Source: an optimization exercise on an open RTL-to-GDS flow (aim: a short achievable clock period and few clock cycles). Production flows keep margins and buffers that such runs may drop.
In this exercise RTL edits were held to simulation tests only and were not proved equivalent to the original.
No activity file was given, so power comes from the tool's default toggle rates.

$ cat design/flow/run.sh
#!/bin/bash
# synth_recipe.tcl (not shown) runs the flow's synth.tcl, then flattens the netlist and writes it again
# the make line also repeats each setting of config.mk as NAME=value (left out here)
make -C /OpenROAD-flow-scripts/flow DESIGN_CONFIG=/design/flow/config.mk WORK_HOME=/design/flow/orfs CLKGATE_MAP_FILE= SYNTH_SCRIPT=/design/flow/synth_recipe.tcl finish
$ cat design/flow/config.mk
export PLATFORM = sky130hd
export DESIGN_NAME = dawn_cpu
export DESIGN_NICKNAME = dawn_cpu
export VERILOG_FILES = /design/flow/design.v
export SDC_FILE = /design/flow/constraint.sdc
export NUM_CORES = 4
export LEC_CHECK = 0
export CAP_MARGIN = 20
export CORE_MARGIN = 2
export CORE_UTILIZATION = 30
export SLEW_MARGIN = 20
$ cat design/flow/constraint.sdc
create_clock -name core_clock -period 10.0 [get_ports {clk_i}]
set_input_delay 2.0000 -clock core_clock [delete_from_list [all_inputs] [get_ports {clk_i}]]
set_output_delay 2.0000 -clock core_clock [all_outputs]
set_load 0.01 [all_outputs]
$ cat design/flow/design.v
module F_pipe_reg(
    input wire clk_i,
    input wire rst_n_i,
    input wire F_stall_i,
    input wire F_bubble_i,
    input wire[63:0] f_predPC_i,
    output wire[63:0] F_predPC_o
);
reg[63:0]predPC;
always@(posedge clk_i)begin 
    if(~rst_n_i)begin 
        predPC<=64'b0;
    end
    else if(F_bubble_i)begin 
        predPC<=64'b0;
    end
    else if(~F_stall_i)begin 
        predPC<=f_predPC_i;
    end
end
assign F_predPC_o=predPC;
endmodule
module select_pc(
    input wire[63:0] F_predPC_i,
    input wire[3:0] M_icode_i,
    input wire[3:0] W_icode_i,
    input wire[63:0] M_valA_i,
    input wire[63:0] W_valM_i,
    input wire M_cnd_i,
    output reg[63:0] f_pc_o
);
always@(*)begin 
    if(M_icode_i==4'H7 && ~M_cnd_i)
        f_pc_o=M_valA_i;
    else if(W_icode_i==4'H9)
        f_pc_o=W_valM_i;
    else
        f_pc_o=F_predPC_i;
end
endmodule
module fetch(
    input wire[63:0] PC_i,
    input wire[79:0] imem_data_i, 
    output wire[3:0] icode_o,
    output wire[3:0] ifun_o,
    output wire[3:0] rA_o,
    output wire[3:0] rB_o,
    output wire[63:0] valC_o,
    output wire[63:0] valP_o,
    output wire[63:0] predPC_o, 
    output wire[2:0] stat_o     
);
wire[79:0] instr;
wire need_regids;
wire need_valC;
wire imem_error;
wire instr_valid;
assign imem_error=(PC_i>1023);
assign instr=imem_error==0?imem_data_i:80'b0;
assign icode_o=instr[7:4];
assign ifun_o=instr[3:0];
assign instr_valid=(icode_o<4'hC);
assign need_regids=(icode_o==4'H2)||(icode_o==4'H3)||(icode_o==4'H4)||
(icode_o==4'H5)||(icode_o==4'H6)||(icode_o==4'HA)||(icode_o==4'HB);
assign need_valC=(icode_o==4'H3)||(icode_o==4'H4)||
        (icode_o==4'H5)||(icode_o==4'H7)||(icode_o==4'H8);
assign rA_o=need_regids?{instr[15:12]}:4'hf;
assign rB_o=need_regids?{instr[11:8]}:4'hf;
assign valC_o=need_valC?(need_regids?instr[79:16]:instr[71:8]):64'b0;
assign valP_o=PC_i+1+8*need_valC+need_regids;
assign stat_o=imem_error?{1'b0,2'H2}:
                (!instr_valid)?{1'b0,2'H3}:
                (icode_o==4'H0)?{1'b0,2'H1}:{1'b0,2'H0};
assign predPC_o=(icode_o==4'H7||icode_o==4'H8)?valC_o:valP_o;
endmodule
module fetch_D_pipe_reg(
    input wire clk_i,
    input wire rst_n_i,
    input wire D_stall_i,
    input wire D_bubble_i,
    input wire[2:0] f_stat_i,
    input wire[63:0] f_pc_i,
    input wire[3:0] f_icode_i,
    input wire[3:0] f_ifun_i,
    input wire[3:0] f_rA_i,
    input wire[3:0] f_rB_i,
    input wire[63:0] f_valC_i,
    input wire[63:0] f_valP_i,
    output reg[2:0] D_stat_o,
    output reg[63:0] D_pc_o,
    output reg[3:0] D_icode_o,
    output reg[3:0] D_ifun_o,
    output reg[3:0] D_rA_o,
    output reg[3:0] D_rB_o,
    output reg[63:0] D_valC_o,
    output reg[63:0] D_valP_o
);
always@(posedge clk_i)begin 
    if(~rst_n_i)begin 
        D_stat_o<=2'H0;
        D_pc_o<=64'b0;
        D_icode_o<=4'H1;
        D_ifun_o<=4'b0;
        D_rA_o<=4'HF;
        D_rB_o<=4'HF;
        D_valC_o<=64'b0;
        D_valP_o<=64'b0;
    end
    else if(D_bubble_i)begin 
        D_stat_o<=2'H0;
        D_pc_o<=64'b0;
        D_icode_o<=4'H1;
        D_ifun_o<=4'b0;
        D_rA_o<=4'HF;
        D_rB_o<=4'HF;
        D_valC_o<=64'b0;
        D_valP_o<=64'b0;
    end
    else if(~D_stall_i)begin 
        D_stat_o<=f_stat_i;
        D_pc_o<=f_pc_i;
        D_icode_o<=f_icode_i;
        D_ifun_o<=f_ifun_i;
        D_rA_o<=f_rA_i;
        D_rB_o<=f_rB_i;
        D_valC_o<=f_valC_i;
        D_valP_o<=f_valP_i;
    end
end
endmodule
module decode(
    input wire clk_i,
    input wire rst_n_i,
    input wire decode_stall_i,
    input wire decode_bubble_i,
    input [3:0] D_icode_i,
    input [3:0] D_rA_i,
    input [3:0] D_rB_i,
    input [63:0] D_valP_i,
    input [2:0] D_stat_i,
    input wire[3:0] e_dstE_i,
    input wire[63:0] e_valE_i,
    input wire[3:0] M_dstM_i,
    input wire[63:0] m_valM_i,
    input wire[3:0] M_dstE_i,
    input wire[63:0] M_valE_i,
    input wire[3:0] W_dstM_i,
    input wire[63:0] W_valM_i,
    input wire[3:0] W_dstE_i,
    input wire[63:0] W_valE_i,
    output wire[63:0] d_valA_o,
    output wire[63:0] d_valB_o,
    output wire[3:0] d_dstE_o,
    output wire[3:0] d_dstM_o,
    output wire[3:0] d_srcA_o,
    output wire[3:0] d_srcB_o,
    output wire[2:0] d_stat_o
);
wire[63:0]d_rvalA;
wire[63:0]d_rvalB;
wire[63:0]fwdA_valA_o;
wire[63:0]fwdA_valB_o;
reg [63:0] regfile[14:0];
assign d_srcA_o=(D_icode_i==4'H2 || D_icode_i==4'H4 ||
                D_icode_i==4'H6 ||D_icode_i==4'HA )?D_rA_i:
                (D_icode_i==4'HB || D_icode_i==4'H9)?4'H4:4'HF;
assign d_srcB_o=(D_icode_i==4'H6 ||D_icode_i==4'H4 ||D_icode_i==4'H5)?D_rB_i:
                (D_icode_i==4'H8||D_icode_i==4'HA||D_icode_i==4'HB||D_icode_i==4'H9)?4'H4:4'HF;
assign d_dstE_o=(D_icode_i==4'H2||D_icode_i==4'H3||D_icode_i==4'H6)?D_rB_i:
                (D_icode_i==4'HA||D_icode_i==4'HB||
                D_icode_i==4'H8||D_icode_i==4'H9)?4'H4:4'HF;
assign d_dstM_o=(D_icode_i==4'H5||D_icode_i==4'HB)?D_rA_i:4'HF;
assign d_rvalA=(d_srcA_o==4'HF)?64'b0:regfile[d_srcA_o];
assign d_rvalB=(d_srcB_o==4'HF)?64'b0:regfile[d_srcB_o];
assign fwdA_valA_o=((D_icode_i==4'H8 || D_icode_i==4'H7)?D_valP_i:
                    (d_srcA_o==e_dstE_i)?e_valE_i:
                    (d_srcA_o==M_dstM_i)?m_valM_i:
                    (d_srcA_o==M_dstE_i)?M_valE_i:
                    (d_srcA_o==W_dstM_i)?W_valM_i:
                    (d_srcA_o==W_dstE_i)?W_valE_i:d_rvalA);
assign fwdA_valB_o=(d_srcB_o==e_dstE_i)?e_valE_i:
                    (d_srcB_o==M_dstM_i)?m_valM_i:
                    (d_srcB_o==M_dstE_i)?M_valE_i:
                    (d_srcB_o==W_dstM_i)?W_valM_i:
                    (d_srcB_o==W_dstE_i)?W_valE_i:d_rvalB;
assign d_valA_o=fwdA_valA_o;
assign d_valB_o=fwdA_valB_o;
assign d_stat_o=D_stat_i;
integer i;
always@(posedge clk_i)begin 
    if(~rst_n_i)begin 
        for(i=0;i<15;i=i+1)begin 
            regfile[i]<=64'b0;
        end
    end else begin 
        if(W_dstE_i!=4'HF)begin 
            regfile[W_dstE_i]<=W_valE_i;
        end 
        if(W_dstM_i!=4'HF)begin 
            regfile[W_dstM_i]<=W_valM_i;
        end
    end
end
endmodule
module decode_E_pipe_reg(
    input wire clk_i,
    input wire rst_n_i,
    input wire E_stall_i,
    input wire E_bubble_i,
    input wire[2:0]d_stat_i,
    input wire[63:0]d_pc_i,
    input wire[3:0]d_icode_i,
    input wire[3:0]d_ifun_i,
    input wire[63:0]d_valC_i,
    input wire[63:0]d_valA_i,
    input wire[63:0]d_valB_i,
    input wire[3:0]d_dstE_i,
    input wire[3:0]d_dstM_i,
    input wire[3:0]d_srcA_i,
    input wire[3:0]d_srcB_i,
    output reg[2:0]E_stat_o,
    output reg[63:0]E_pc_o,
    output reg[3:0]E_icode_o,
    output reg[3:0]E_ifun_o,
    output reg[63:0]E_valA_o,
    output reg[63:0]E_valB_o,
    output reg[63:0]E_valC_o,
    output reg[3:0]E_dstE_o,
    output reg[3:0]E_dstM_o,
    output reg[3:0]E_srcA_o,
    output reg[3:0]E_srcB_o
);
always@(posedge clk_i)begin 
    if(~rst_n_i)begin 
        E_stat_o<=3'b0;
        E_pc_o<=64'b0;
        E_icode_o<=4'H1;
        E_ifun_o<=4'b0;
        E_valA_o<=64'b0;
        E_valB_o<=64'b0;
        E_valC_o<=64'b0;
        E_dstE_o<=4'HF;
        E_dstM_o<=4'HF;
        E_srcA_o<=4'HF;
        E_srcB_o<=4'HF;
    end
    else if(E_bubble_i)begin
        E_stat_o<={1'b0,2'H0};
        E_pc_o<=64'b0;
        E_icode_o<=4'H1;
        E_ifun_o<=4'b0;
        E_valA_o<=64'b0;
        E_valB_o<=64'b0;
        E_valC_o<=64'b0;
        E_dstE_o<=4'HF;
        E_dstM_o<=4'HF;
        E_srcA_o<=4'HF;
        E_srcB_o<=4'HF;
    end
    else if(~E_stall_i)begin 
        E_stat_o<=d_stat_i;
        E_pc_o<=d_pc_i;
        E_icode_o<=d_icode_i;
        E_ifun_o<=d_ifun_i;
        E_valA_o<=d_valA_i;
        E_valB_o<=d_valB_i;
        E_valC_o<=d_valC_i;
        E_dstE_o<=d_dstE_i;
        E_dstM_o<=d_dstM_i;
        E_srcA_o<=d_srcA_i;
        E_srcB_o<=d_srcB_i;
    end
end
endmodule
module execute(
    input wire clk_i,
    input wire rst_n_i,
    input wire execute_stall_i,
    input wire execute_bubble_i,
    input wire[3:0] icode_i,
    input wire [3:0] ifun_i,
    input wire[2:0] stat_i,
    input wire[3:0] E_dstE_i,
    input wire signed[63:0]valA_i,
    input wire signed[63:0]valB_i,
    input wire signed[63:0]valC_i,
    input wire[2:0]m_stat_i,
    input wire[2:0]W_stat_i,
    output wire signed[63:0] valE_o,
    output wire[3:0]dstE_o,
    output wire e_cnd_o,
    output wire[2:0] stat_o,
    output wire [2:0]cc_debug
);
wire [63:0] aluA;
wire[63:0] aluB;
wire [3:0] alu_fun;
reg[2:0]new_cc;
reg[2:0]cc;
wire of=cc[0];
wire sf=cc[1];
wire zf=cc[2];
assign aluA=(icode_i==4'H2||icode_i==4'H6)?valA_i:
            (icode_i==4'H3||icode_i==4'H4||icode_i==4'H5)?valC_i: 
            (icode_i==4'H8||icode_i==4'HA)?-8:
            (icode_i==4'H9||icode_i==4'HB)?8:0;
assign aluB=(icode_i==4'H4||icode_i==4'H5||
            icode_i==4'H6||icode_i==4'H8||
            icode_i==4'HA||icode_i==4'H9||
            icode_i==4'HB)?valB_i:
            (icode_i==4'H2||icode_i==4'H3)?0:0;
assign alu_fun=(icode_i==4'H6)?ifun_i:4'H0;
assign valE_o=(alu_fun==4'H1)?(aluB-aluA):
              (alu_fun==4'H2)?(aluB & aluA):
              (alu_fun==4'H3)?(aluB ^ aluA):(aluB+aluA);
always@(*)begin 
    new_cc[2]=(valE_o==0)?1'b1:1'b0;
    new_cc[1]=valE_o[63];
    new_cc[0]=(alu_fun==4'H0)?
                (aluA[63]==aluB[63])&(aluA[63]!=valE_o[63]):
                (alu_fun==4'H1)?
                (~aluA[63]==aluB[63])&(aluB[63]!=valE_o[63]):1'b0;
end
wire set_cc;
assign set_cc=(icode_i==4'H6)&&(m_stat_i==2'H0)&&(W_stat_i==2'H0);
always@(posedge clk_i)begin 
    if(~rst_n_i)
        cc<=3'b100; 
    else if( (~execute_stall_i) && set_cc)
    begin 
        cc<=new_cc;
    end
end
assign e_cnd_o= 
    ((ifun_i==4'h0)||
    (ifun_i==4'h1 && ((sf^of)||zf))||
    (ifun_i==4'h2 &&(sf^of))||
    (ifun_i==4'h3 && zf)||
    (ifun_i==4'h4 && ~zf)||
    (ifun_i==4'h5 && ~(sf ^ of))||
    (ifun_i==4'h6 && (~(sf ^ of)&&~zf)));
assign dstE_o=((icode_i==4'H2)&&!e_cnd_o)?4'HF:E_dstE_i;
assign stat_o=stat_i;
assign cc_debug=cc;
endmodule
module execute_M_pipe_reg(
    input wire clk_i,
    input wire rst_n_i,
    input wire M_stall_i,
    input wire M_bubble_i,
    input wire[2:0]e_stat_i,
    input wire[63:0]e_pc_i,
    input wire[3:0]e_icode_i,
    input wire[3:0]e_ifun_i,
    input wire      e_cnd_i,
    input wire[63:0]e_valE_i,
    input wire[63:0]e_valA_i,
    input wire[3:0]e_dstE_i,
    input wire[3:0]e_dstM_i,
    output reg[2:0]M_stat_o,
    output reg[63:0]M_pc_o, 
    output reg[3:0]M_icode_o,
    output reg[3:0]M_ifun_o,
    output reg      M_cnd_o,
    output reg[63:0]M_valE_o,
    output reg[63:0]M_valA_o,
    output reg[3:0]M_dstE_o,
    output reg[3:0]M_dstM_o
);
always@(posedge clk_i)begin
    if(~rst_n_i)begin 
        M_stat_o<=2'b0;
        M_pc_o<=64'b0;
        M_icode_o<=4'H1;
        M_ifun_o<=4'b0;
        M_cnd_o<=1'b0;
        M_valE_o<=64'b0;
        M_valA_o<=64'b0;
        M_dstE_o<=4'HF;
        M_dstM_o<=4'HF;
    end
    else if(M_bubble_i)begin 
        M_stat_o<=2'H0; 
        M_pc_o<=64'b0;
        M_icode_o<=4'H1;
        M_ifun_o<=4'b0;
        M_cnd_o<=1'b0;
        M_valE_o<=64'b0;
        M_valA_o<=64'b0;
        M_dstE_o<=4'HF;
        M_dstM_o<=4'HF;
    end 
    else if(~M_stall_i)begin 
        M_stat_o<=e_stat_i; 
        M_pc_o<=e_pc_i;
        M_icode_o<=e_icode_i;
        M_ifun_o<=e_ifun_i;
        M_cnd_o<=e_cnd_i;
        M_valE_o<=e_valE_i;
        M_valA_o<=e_valA_i;
        M_dstE_o<=e_dstE_i;
        M_dstM_o<=e_dstM_i;
    end
end
endmodule
module  memory_access(
    input wire[3:0]icode_i,
    input wire[2:0]stat_i,
    input wire[63:0] valA_i,
    input wire[63:0] valE_i,
    input wire[3:0] dstE_i,
    input wire[3:0] dstM_i,
    input wire cnd_i,
    output wire[9:0] dmem_addr_o,
    output wire[63:0] dmem_wdata_o,
    output wire dmem_we_o,
    input wire[63:0] dmem_rdata_i,
    output wire[3:0]icode_o,
    output wire[2:0]stat_o,
    output wire [63:0] valM_o,
    output wire [63:0] valE_o,
    output wire[3:0]dstE_o,
    output wire[3:0]dstM_o,
    output wire[63:0]M_valA_o
);
reg r_en;
reg w_en;
reg[63:0] mem_addr;
wire dmem_error;
always@(*)begin 
    case(icode_i)
        4'H4,4'HA,4'H8:begin 
            r_en=1'b0;w_en=1'b1;mem_addr=valE_i;
            end
        4'H5:begin 
            r_en=1'b1;w_en=1'b0;mem_addr=valE_i;
            end
        4'HB,4'H9:begin 
            r_en=1'b1;w_en=1'b0;mem_addr=valA_i;
            end
        default:begin 
            r_en=1'b0;w_en=1'b0;mem_addr=valE_i;
            end
    endcase
end
assign dmem_error=(r_en|w_en)&&(mem_addr>=1023);
assign dmem_addr_o=mem_addr[9:0];
assign dmem_wdata_o=valA_i;
assign dmem_we_o=w_en&&!dmem_error;
assign icode_o=icode_i;
assign stat_o=(stat_i=={1'b0,2'H3})?{1'b0,2'H3}:
                (stat_i=={1'b0,2'H2})?{1'b0,2'H2}:
                (stat_i=={1'b0,2'H1})?{1'b0,2'H1}:
                dmem_error?{1'b0,2'H2}:{1'b0,2'H0};
assign valE_o=valE_i;
assign valM_o=(r_en&&!dmem_error)?dmem_rdata_i:64'b0;
assign dstE_o=dstE_i;
assign dstM_o=dstM_i;
assign M_valA_o=valA_i;
endmodule
module writeback(
    input wire clk_i,
    input wire rst_n_i,
    input wire stall_i,
    input wire bubble_i,
    input wire [3:0] icode_i,
    input wire [63:0] valE_i,
    input wire [63:0] valM_i,
    input wire [3:0] dstE_i,
    input wire [3:0] dstM_i,
    input wire [2:0] stat_i,
    output wire [63:0] valM_o,
    output wire [63:0] valE_o,
    output wire [3:0] dstE_o,
    output wire [3:0] dstM_o,
    output wire [3:0] icode_o,
    output wire [2:0] stat_o
);
reg[2:0]stat;
reg[3:0]icode;
reg[63:0]valE;
reg[63:0]valM;
reg[3:0]dstE;
reg[3:0]dstM;
always@(posedge clk_i)begin 
    if(~rst_n_i)begin
        stat<=2'H0;
        icode<=4'H1;
        valE<=0;
        valM<=0;
        dstE<=4'HF;
        dstM<=4'HF;
    end else if(bubble_i)begin 
        stat<=2'H0;
        icode<=4'H1;
        valE<=0;
        valM<=0;
        dstE<=4'HF;
        dstM<=4'HF;
    end else if(~stall_i) begin 
        stat<=stat_i;
        icode<=icode_i;
        valE<=valE_i;
        valM<=valM_i;
        dstE<=dstE_i;
        dstM<=dstM_i;
    end
end
assign valE_o=valE;
assign valM_o=valM;
assign dstE_o=dstE;
assign dstM_o=dstM;
assign icode_o=icode;
assign stat_o=stat;
endmodule
module controller(
    input wire[3:0]D_icode_i,
    input wire[3:0]d_srcA_i,
    input wire[3:0]d_srcB_i,
    input wire[3:0]E_icode_i,
    input wire[3:0]E_dstM_i,
    input wire e_Cnd_i,
    input wire[3:0]M_icode_i,
    input wire[2:0]m_stat_i,
    input wire[2:0]W_stat_i,
    output wire F_stall_o,
    output wire D_bubble_o,
    output wire D_stall_o,
    output wire E_bubble_o,
    output wire M_bubble_o,
    output wire W_stall_o  
);
assign F_stall_o=(((E_icode_i==4'H5 || E_icode_i==4'HB)&&
    (E_dstM_i==d_srcA_i || E_dstM_i==d_srcB_i)) ||
    (D_icode_i==4'H9 || E_icode_i==4'H9 || M_icode_i==4'H9));
assign D_stall_o=(E_icode_i==4'H5 || E_icode_i == 4'HB) &&
                    (E_dstM_i==d_srcA_i ||E_dstM_i==d_srcB_i);
assign D_bubble_o=((E_icode_i==4'H7)&&(~e_Cnd_i)) ||
                    ((~((E_icode_i==4'H5 || E_icode_i==4'HB)&& 
                    (E_dstM_i==d_srcA_i || E_dstM_i ==d_srcB_i)) &&
                    (D_icode_i==4'H9 || E_icode_i==4'H9 || M_icode_i==4'H9)));
assign E_bubble_o=(((E_icode_i==4'H7)&& (~e_Cnd_i)) ||
                    ((E_icode_i==4'H5 || E_icode_i==4'HB)&&
                    (E_dstM_i==d_srcA_i || E_dstM_i==d_srcB_i)));
assign M_bubble_o=((m_stat_i==2'H2 || m_stat_i==2'H3 || m_stat_i==2'H1) |
                    (W_stat_i==2'H2 || W_stat_i==2'H3 || W_stat_i==2'H1));
assign W_stall_o=(W_stat_i==2'H2 || W_stat_i==2'H3 || W_stat_i == 2'H1);
endmodule
module dawn_cpu(
    input  wire        clk_i,
    input  wire        rst_n_i,
    output wire [9:0]  imem_addr_o,
    input  wire [79:0] imem_data_i,
    output wire [9:0]  dmem_addr_o,
    output wire [63:0] dmem_wdata_o,
    output wire        dmem_we_o,
    input  wire [63:0] dmem_rdata_i,
    output wire        halted_o,
    output wire [1:0]  stat_o
);
wire F_stall_i;
wire F_bubble_i;
assign F_bubble_i=0;
wire [63:0] F_predPC_o;
wire [63:0] f_predPC_o;
F_pipe_reg f_reg(
    .clk_i(clk_i),
    .rst_n_i(rst_n_i),
    .F_stall_i(F_stall_i),
    .F_bubble_i(F_bubble_i),
    .f_predPC_i(f_predPC_o),
    .F_predPC_o(F_predPC_o)
);
wire [3:0] M_icode_o;
wire [3:0] W_icode_o;
wire [63:0] M_valA_o;
wire [63:0] W_valM_o;
wire [63:0] f_pc_o;
wire M_cnd_o;
select_pc select_pc_module  (
    .F_predPC_i(F_predPC_o),
    .M_icode_i(M_icode_o), 
    .W_icode_i(W_icode_o), 
    .M_valA_i(M_valA_o), 
    .W_valM_i(W_valM_o), 
    .M_cnd_i(M_cnd_o), 
    .f_pc_o(f_pc_o)
);
wire[3:0] f_icode_o;
wire[3:0] f_ifun_o;
wire[3:0] f_rA_o;
wire[3:0] f_rB_o;
wire[63:0] f_valC_o;
wire[63:0] f_valP_o;
wire[2:0] f_stat_o;
fetch fetch_module(
    .PC_i(f_pc_o),
    .imem_data_i(imem_data_i),
    .icode_o(f_icode_o),
    .ifun_o(f_ifun_o),
    .rA_o(f_rA_o),
    .rB_o(f_rB_o),
    .valC_o(f_valC_o),
    .valP_o(f_valP_o) ,
    .predPC_o(f_predPC_o),
    .stat_o(f_stat_o)
);
wire D_stall_i;
wire D_bubble_i;
wire[3:0]D_icode_o;
wire[3:0]D_ifun_o;
wire[63:0]D_valC_o;
wire[63:0]D_valP_o;
wire[63:0]D_pc_o;
wire[2:0]D_stat_o;
wire[3:0]D_rA_o;
wire[3:0]D_rB_o;
fetch_D_pipe_reg  D_reg (
    .clk_i(clk_i),
    .rst_n_i(rst_n_i),
    .D_stall_i(D_stall_i),
    .D_bubble_i(D_bubble_i),
    .f_stat_i(f_stat_o),
    .f_pc_i(f_pc_o),
    .f_icode_i(f_icode_o),
    .f_ifun_i(f_ifun_o),
    .f_rA_i(f_rA_o),
    .f_rB_i(f_rB_o),
    .f_valC_i(f_valC_o),
    .f_valP_i(f_valP_o),
    .D_stat_o(D_stat_o),
    .D_pc_o(D_pc_o),
    .D_icode_o(D_icode_o),
    .D_ifun_o(D_ifun_o),
    .D_rA_o(D_rA_o),
    .D_rB_o(D_rB_o),
    .D_valC_o(D_valC_o),
    .D_valP_o(D_valP_o)
);
wire[3:0] e_dstE_o;
wire[63:0] e_valE_o;
wire[3:0] M_dstM_o;
wire[63:0] m_valM_o;
wire[3:0] M_dstE_o;
wire[63:0] M_valE_o;
wire[3:0] W_dstM_o;
wire[3:0] W_dstE_o;
wire[63:0] W_valE_o;
wire[63:0] d_valA_o;
wire[63:0] d_valB_o;
wire[3:0] d_dstE_o;
wire[3:0] d_dstM_o;
wire[3:0] d_srcA_o;
wire[3:0] d_srcB_o;
wire[2:0] d_stat_o;
decode decode_module(
    .clk_i(clk_i),
    .rst_n_i(rst_n_i),
    .decode_stall_i(D_stall_i),
    .decode_bubble_i(D_bubble_i),
    .D_icode_i(D_icode_o),
    .D_rA_i(D_rA_o),
    .D_rB_i(D_rB_o),
    .D_valP_i(D_valP_o),
    .D_stat_i(D_stat_o),
    .e_dstE_i(e_dstE_o),
    .e_valE_i(e_valE_o),
    .M_dstM_i(M_dstM_o),
    .m_valM_i(m_valM_o),
    .M_dstE_i(M_dstE_o),
    .M_valE_i(M_valE_o),
    .W_dstM_i(W_dstM_o),
    .W_valM_i(W_valM_o),
    .W_dstE_i(W_dstE_o),
    .W_valE_i(W_valE_o),
    .d_valA_o(d_valA_o),
    .d_valB_o(d_valB_o),
    .d_dstE_o(d_dstE_o),
    .d_dstM_o(d_dstM_o),
    .d_srcA_o(d_srcA_o),
    .d_srcB_o(d_srcB_o),
    .d_stat_o(d_stat_o)
);
wire E_stall_i;
assign E_stall_i=0;
wire E_bubble_i;
wire[2:0]E_stat_o;
wire[63:0]E_pc_o;
wire[3:0]E_icode_o;
wire[3:0]E_ifun_o;
wire[63:0]E_valA_o;
wire[63:0]E_valB_o;
wire[63:0]E_valC_o;
wire[3:0]E_dstE_o;
wire[3:0]E_dstM_o;
wire[3:0]E_srcA_o;
wire[3:0]E_srcB_o;
decode_E_pipe_reg  E_reg (
    .clk_i(clk_i),
    .rst_n_i(rst_n_i),
    .E_stall_i(E_stall_i),
    .E_bubble_i(E_bubble_i),
    .d_stat_i(D_stat_o),
    .d_pc_i(D_pc_o),
    .d_icode_i(D_icode_o),
    .d_ifun_i(D_ifun_o),
    .d_valC_i(D_valC_o),
    .d_valA_i(d_valA_o),
    .d_valB_i(d_valB_o),
    .d_dstE_i(d_dstE_o),
    .d_dstM_i(d_dstM_o),
    .d_srcA_i(d_srcA_o),
    .d_srcB_i(d_srcB_o),
    .E_stat_o(E_stat_o),
    .E_pc_o(E_pc_o),
    .E_icode_o(E_icode_o),
    .E_ifun_o(E_ifun_o),
    .E_valA_o(E_valA_o),
    .E_valB_o(E_valB_o),
    .E_valC_o(E_valC_o),
    .E_dstE_o(E_dstE_o),
    .E_dstM_o(E_dstM_o),
    .E_srcA_o(E_srcA_o),
    .E_srcB_o(E_srcB_o)
);
wire[2:0]m_stat_o;
wire[2:0]W_stat_o;
wire[2:0]e_stat_o;
wire e_cnd_o;
wire [2:0]cc_debug_o;
execute execute_module(
    .clk_i(clk_i),
    .rst_n_i(rst_n_i),
    .execute_stall_i(E_stall_i),
    .execute_bubble_i(E_bubble_i),
    .icode_i(E_icode_o),
    .ifun_i(E_ifun_o),
    .stat_i(E_stat_o),
    .E_dstE_i(E_dstE_o),
    .valA_i(E_valA_o),
    .valB_i(E_valB_o),
    .valC_i(E_valC_o),
    .m_stat_i(m_stat_o),
    .W_stat_i(W_stat_o),
    .valE_o(e_valE_o),
    .dstE_o(e_dstE_o),
    .e_cnd_o(e_cnd_o),
    .stat_o(e_stat_o),
    .cc_debug(cc_debug_o)
);
wire   M_stall_i;
assign M_stall_i=0;
wire   M_bubble_i;
wire [2:0]M_stat_o;
wire [63:0]M_pc_o;
wire [3:0]M_ifun_o;
execute_M_pipe_reg  M_reg (
    .clk_i( clk_i),
    .rst_n_i( rst_n_i),
    .M_stall_i( M_stall_i),
    .M_bubble_i( M_bubble_i),
    .e_stat_i(E_stat_o),
    .e_pc_i(E_pc_o),
    .e_icode_i(E_icode_o),
    .e_ifun_i(E_ifun_o),
    .e_cnd_i(e_cnd_o),
    .e_valE_i(e_valE_o),
    .e_valA_i(E_valA_o),
    .e_dstE_i(e_dstE_o),
    .e_dstM_i(E_dstM_o),
    .M_stat_o(M_stat_o),
    .M_pc_o(M_pc_o),
    .M_icode_o(M_icode_o),
    .M_ifun_o(M_ifun_o),
    .M_cnd_o(M_cnd_o),
    .M_valE_o(M_valE_o),
    .M_valA_o(M_valA_o),
    .M_dstE_o(M_dstE_o),
    .M_dstM_o(M_dstM_o)
);
wire [3:0]   m_icode_o;
wire [63:0]   m_valE_o;
wire [63:0]   m_valA_o;
wire [3:0]   m_dstE_o;
wire [3:0]   m_dstM_o;
memory_access memory_module(
    .icode_i(M_icode_o),
    .stat_i(M_stat_o),
    .valA_i(M_valA_o),
    .valE_i(M_valE_o),
    .dstE_i(M_dstE_o),
    .dstM_i(M_dstM_o),
    .cnd_i(M_cnd_o),
    .dmem_addr_o(dmem_addr_o),
    .dmem_wdata_o(dmem_wdata_o),
    .dmem_we_o(dmem_we_o),
    .dmem_rdata_i(dmem_rdata_i),
    .icode_o(m_icode_o),
    .stat_o(m_stat_o),
    .valM_o(m_valM_o),
    .valE_o(m_valE_o),
    .dstE_o(m_dstE_o),
    .dstM_o(m_dstM_o),
    .M_valA_o(m_valA_o)
);
wire W_stall_i;
wire W_bubble_i;
assign W_bubble_i=0;
writeback writeback_module(
    .clk_i(clk_i),
    .rst_n_i(rst_n_i),
    .stall_i(W_stall_i),
    .bubble_i(W_bubble_i),
    .icode_i(m_icode_o),
    .valE_i(m_valE_o),
    .valM_i(m_valM_o),
    .dstE_i(m_dstE_o),
    .dstM_i(m_dstM_o),
    .stat_i(m_stat_o),
    .valM_o(W_valM_o),
    .valE_o(W_valE_o),
    .dstE_o(W_dstE_o),
    .dstM_o(W_dstM_o),
    .icode_o(W_icode_o),
    .stat_o(W_stat_o)
);
controller controller_module(
    .D_icode_i(D_icode_o),
    .d_srcA_i(d_srcA_o),
    .d_srcB_i(d_srcB_o),
    .E_icode_i(E_icode_o),
    .E_dstM_i(E_dstM_o),
    .e_Cnd_i(e_cnd_o),
    .M_icode_i(M_icode_o),
    .m_stat_i(m_stat_o),
    .W_stat_i(W_stat_o),
    .F_stall_o(F_stall_i),
    .D_bubble_o(D_bubble_i),
    .D_stall_o(D_stall_i),
    .E_bubble_o(E_bubble_i),
    .M_bubble_o(M_bubble_i),
    .W_stall_o(W_stall_i)
);
assign imem_addr_o=f_pc_o[9:0];
assign halted_o=(W_stat_o!={1'b0,2'H0});
assign stat_o=W_stat_o[1:0];
endmodule
==> flow_summary.toml <==
[route]
ant_nets = 0
drc = 0
totalWireLength_um = 541000
drt_iter0_drc = 16700
wl_per_cell_um = 33.8
viasPerCell = 6.50
routed-via-count = 104000
dr.pass1.iters = 9

[power]
powerDensity_nw_per_um2 = 204
pwr-share-clk = 0.313
p_seq_frac = 0.379
ir_drop_mv = 0.257
pwr-share-comb = 0.308
p_switching_mw = 9.14
switching_share = 0.387
power.leakage_nw = 40.9
p_int_mw = 14.5

[global_routing]
grt_pass1_wl_um = 746000
grt_pass1_vias = 95400
antenna_found_initial = 56
grt_usage = 0.294
grt_max_degree = 206
overflow = 0

[floorplan]
dieWidth_um = 592
die_h_um = 592
start_util = 0.302
fp.coreArea_um2 = 344000
die-area_um2 = 350000
rows = 215
ioPinCount = 234

[cells_and_area]
syn2layout_area_growth_pct = 12.0
n_fill_cell = 35200
postLayoutCoreUtil = 0.338
nets = 11500
final_layout_size_suffix_gt1_frac = 0.0721
postLayoutCellArea_um2 = 116000

[flow_run]
cap_violations = 0

[clocking]
cts_setup_buffers = 0
clock_sinks = 1732
cts_tree = "built"
clk_latency_ns = 0.96
path_clk_slew_ns = 0.07
root_buffer = "clkbuf_16"
cts.path.max_buffers = 4
hold_buffers = 0
cts_buffers = 193
cts_max_level = 4
cts_resized = 0

[worst_setup_path]
cp.arrival_ns = 9.03
start_kind = "flop"
worst_ep_required_time_ns = 10.81
critPathSlowestCell = "a21boi_0"
crit_path_cell_trace = "inv_1, nand2_1, a21oi_1, a21oi_4, buf_4, nor2b_1, ha_1, or4_1, or3_1, nor4_1, a21boi_0, o21ai_0, a2bb2oi_1, a31oi_1, o2111ai_1, nor4b_1, nand4_1, nor4_1, nand4_1, o21ai_1"
path_class = "flop to flop"
end_kind = "flop"
crit_fanout = 45
cpPeakStageDelay_ns = 0.82

[logic_synthesis]
ys_types = 113
async_flop_share = 0
synth_area_leaders = "edfxtp_1 (30%), dfxtp_1 (14%), a22o_1 (8.2%)"
yosysMostFrequentCell = "nand2_1"
synth_cells = 11900
synth_common_cells = "nand2_1 (1687), clkbuf_1 (1266), edfxtp_1 (1024), a21oi_1 (981), a22o_1 (974)"
seq_area_frac_synth = 0.433
avgSynthCellArea_um2 = 8.72
synth_area_leader_cell = "edfxtp_1"
syn_area_um2 = 104000
synth-warning-count = 9
synth_seq_cells = 1732
synth_top_area_frac = 0.297
ys_dominant_reg_cell = "edfxtp_1"
synth_edf_count = 1024

[sta]
period_minus_slack_ns = 8.22
fmax_mhz = 122
finalCritPeriodShare = 0.822
setup_viol = 0
fin_skew_ns = 0.127
fin_ws_ns = 1.78
rsz0062_at_grt = "no"
finalMaxSlewViolations = 0
finalHoldViolCount = 0
tightestPinTransition_ns = 1.31
fin_tns_setup_ns = 0
slew_headroom = 0.122

[placement]
portBuffers = 233
place_area_um2 = 110000
dp_hpwl_um = 340000
place_ws_ns = 2.14
gp_congestion = 1.03

[min_path]
hold_path.class = "flop to flop"

[status]
status = "no timing/DRC/antenna violations"
## cell usage in the layout (no fill, tap or decap), types with 42 or more instances in the layout
master           netlist  routed
nand2_1             1687    1679
edfxtp_1            1024    1024
a21oi_1              981     978
a22o_1               974     974
nor2_1               899     864
dfxtp_1              708     707
nand3_1              615     612
a221oi_1             308     308
o21ai_0              308     307
buf_4                  4     294
mux2i_1              293     293
a211oi_1             251     243
clkdlybuf4s50_1        0     232
clkbuf_16              0     196
and3_1               180     179
nor3_1               168     160
inv_1                156     155
o311ai_0             151     149
ha_1                 130     130
o211ai_1             129     129
a31oi_1              122     122
nor2b_1               94      93
o221ai_1              91      90
xnor2_1               88      88
and2_1                91      86
nor4_1                85      81
a32oi_1               66      66
conb_1                 1      64
nand4_1               61      61
or3_1                 60      60
o22ai_1               58      58
a311oi_1              50      50
clkbuf_1            1266      43
o21bai_1              42      42
## area by class of cell
class / count / area (um2) / area share
Antenna cell: 34 / 85.1 / 0.000733
Timing Repair Buffer: 554 / 5060 / 0.0436
Clock inverter: 86 / 920 / 0.00792
Tap cell: 4557 / 5700 / 0.0491
Multi-Input combinational cell: 8614 / 53400 / 0.460
Inverter: 160 / 613 / 0.00528
Clock buffer: 263 / 5400 / 0.0465
Sequential cell: 1732 / 44900 / 0.387
## sequential cells by signal, summed over array words and instances (netlist names), 64 cells and up
signal / flops
writeback_module.valE: 64
M_reg.M_valA_o: 64
E_reg.E_valA_o: 64
E_reg.E_valC_o: 64
decode_module.regfile: 1024
f_reg.predPC: 64
D_reg.D_valC_o: 64
M_reg.M_valE_o: 64
E_reg.E_valB_o: 64
D_reg.D_valP_o: 64
writeback_module.valM: 64
## logic make-up (layout without fill, tap and decap cells)
family / Yosys count / count (layout) / share of synthesized area
mux: 321 / 321 / 0.0314
buf+inv: 1606 / 1063 / 0.0601
flops: 1732 / 1732 / 0.433
simple gates: 4102 / 4102 / 0.178
fa+ha+maj: 132 / 132 / 0.0161
compound gates: 3875 / 3875 / 0.270
other cells: 1 / 98 / 0.0000362
xor+xnor: 120 / 120 / 0.0102
## final timing paths
kind                                                 startpoint                                 to  slack, ns  cells past startpoint
worst min-delay path            D_reg.D_valC_o[44]$_SDFFE_PP0N_      E_reg.E_valC_o[44]$_SDFF_PP0_       0.43                      1
worst max-delay path              E_reg.E_icode_o[3]$_SDFF_PP0_  execute_module.cc[2]$_SDFFE_PN1P_       1.78                     20
worst max register to register    E_reg.E_icode_o[3]$_SDFF_PP0_  execute_module.cc[2]$_SDFFE_PN1P_       1.78                     20
worst min register to register  D_reg.D_valC_o[44]$_SDFFE_PP0N_      E_reg.E_valC_o[44]$_SDFF_PP0_       0.43                      1
## worst max-delay path: cells and delay by family (launching register included)
kind / cells / cell delay, ns
simple gates: 9 / 3.53
compound gates: 8 / 2.52
buf+inv: 2 / 0.89
flops: 1 / 0.56
fa+ha+maj: 1 / 0.53
## routing by layer
metal | track usage | vias to the layer above | wire length [um]
li1 | - | 43200 | -
met1 | 0.375 | 50400 | 203000
met2 | 0.433 | 8308 | 225000
met3 | 0.0854 | 2016 | 71200
met4 | 0.190 | 26 | 41600
met5 | 0.00419 | - | 396
## stage by stage
| stage | hold slack, ns | power, mW | std cells |
|---|---|---|---|
| CTS | 0.431 | 23.3 | 16000 |
| detailed placement | 0.417 | 16.0 | 15600 |
| floorplan | 0.406 | 13.0 | 12000 |
| finish | 0.431 | 23.6 | 16000 |
| global placement | 0.415 | 16.0 | 15600 |
| global route | 0.449 | 24.1 | 16000 |
## power by group through the flow
stage | Sequential, mW | Clock, mW | Combinational [mW]
floorplan | 8.70 | 0 | 4.27
global placement | 9.07 | 0 | 6.93
detailed placement | 9.06 | 0 | 6.95
CTS | 8.92 | 7.39 | 6.97
global route | 9.00 | 7.65 | 7.49
finish | 8.96 | 7.40 | 7.28
Testbench counts, summed over its fixed seeds: cycles 37,551.

==> separate check: timing with driven ports <==
Ports are ideal in the flow. The routed layout listed here was re-timed in OpenROAD.
Step 1, drivers: a clkbuf_16 drives clk_i and a buf_2 each remaining input, both assumed.
Step 2 moves the port delays by t, midway between the first and last clock arrival at a register: inputs arrive t later, outputs are due t later. That takes back most of the time a late clock gives input paths.
Three values: ideal, step 1, step 2; two values: the first two.
t, ns: 0.975
setup WS [ns]: 1.784 / 1.784 / 1.784
worst register clock-pin slew, ns: 0.08 / 0.08
pins driven straight from the clock port: 1
After both steps setup and hold are still met in this run. The setup slack of this run moves by 0.000 ns with the drivers and by 0.000 ns with both steps.
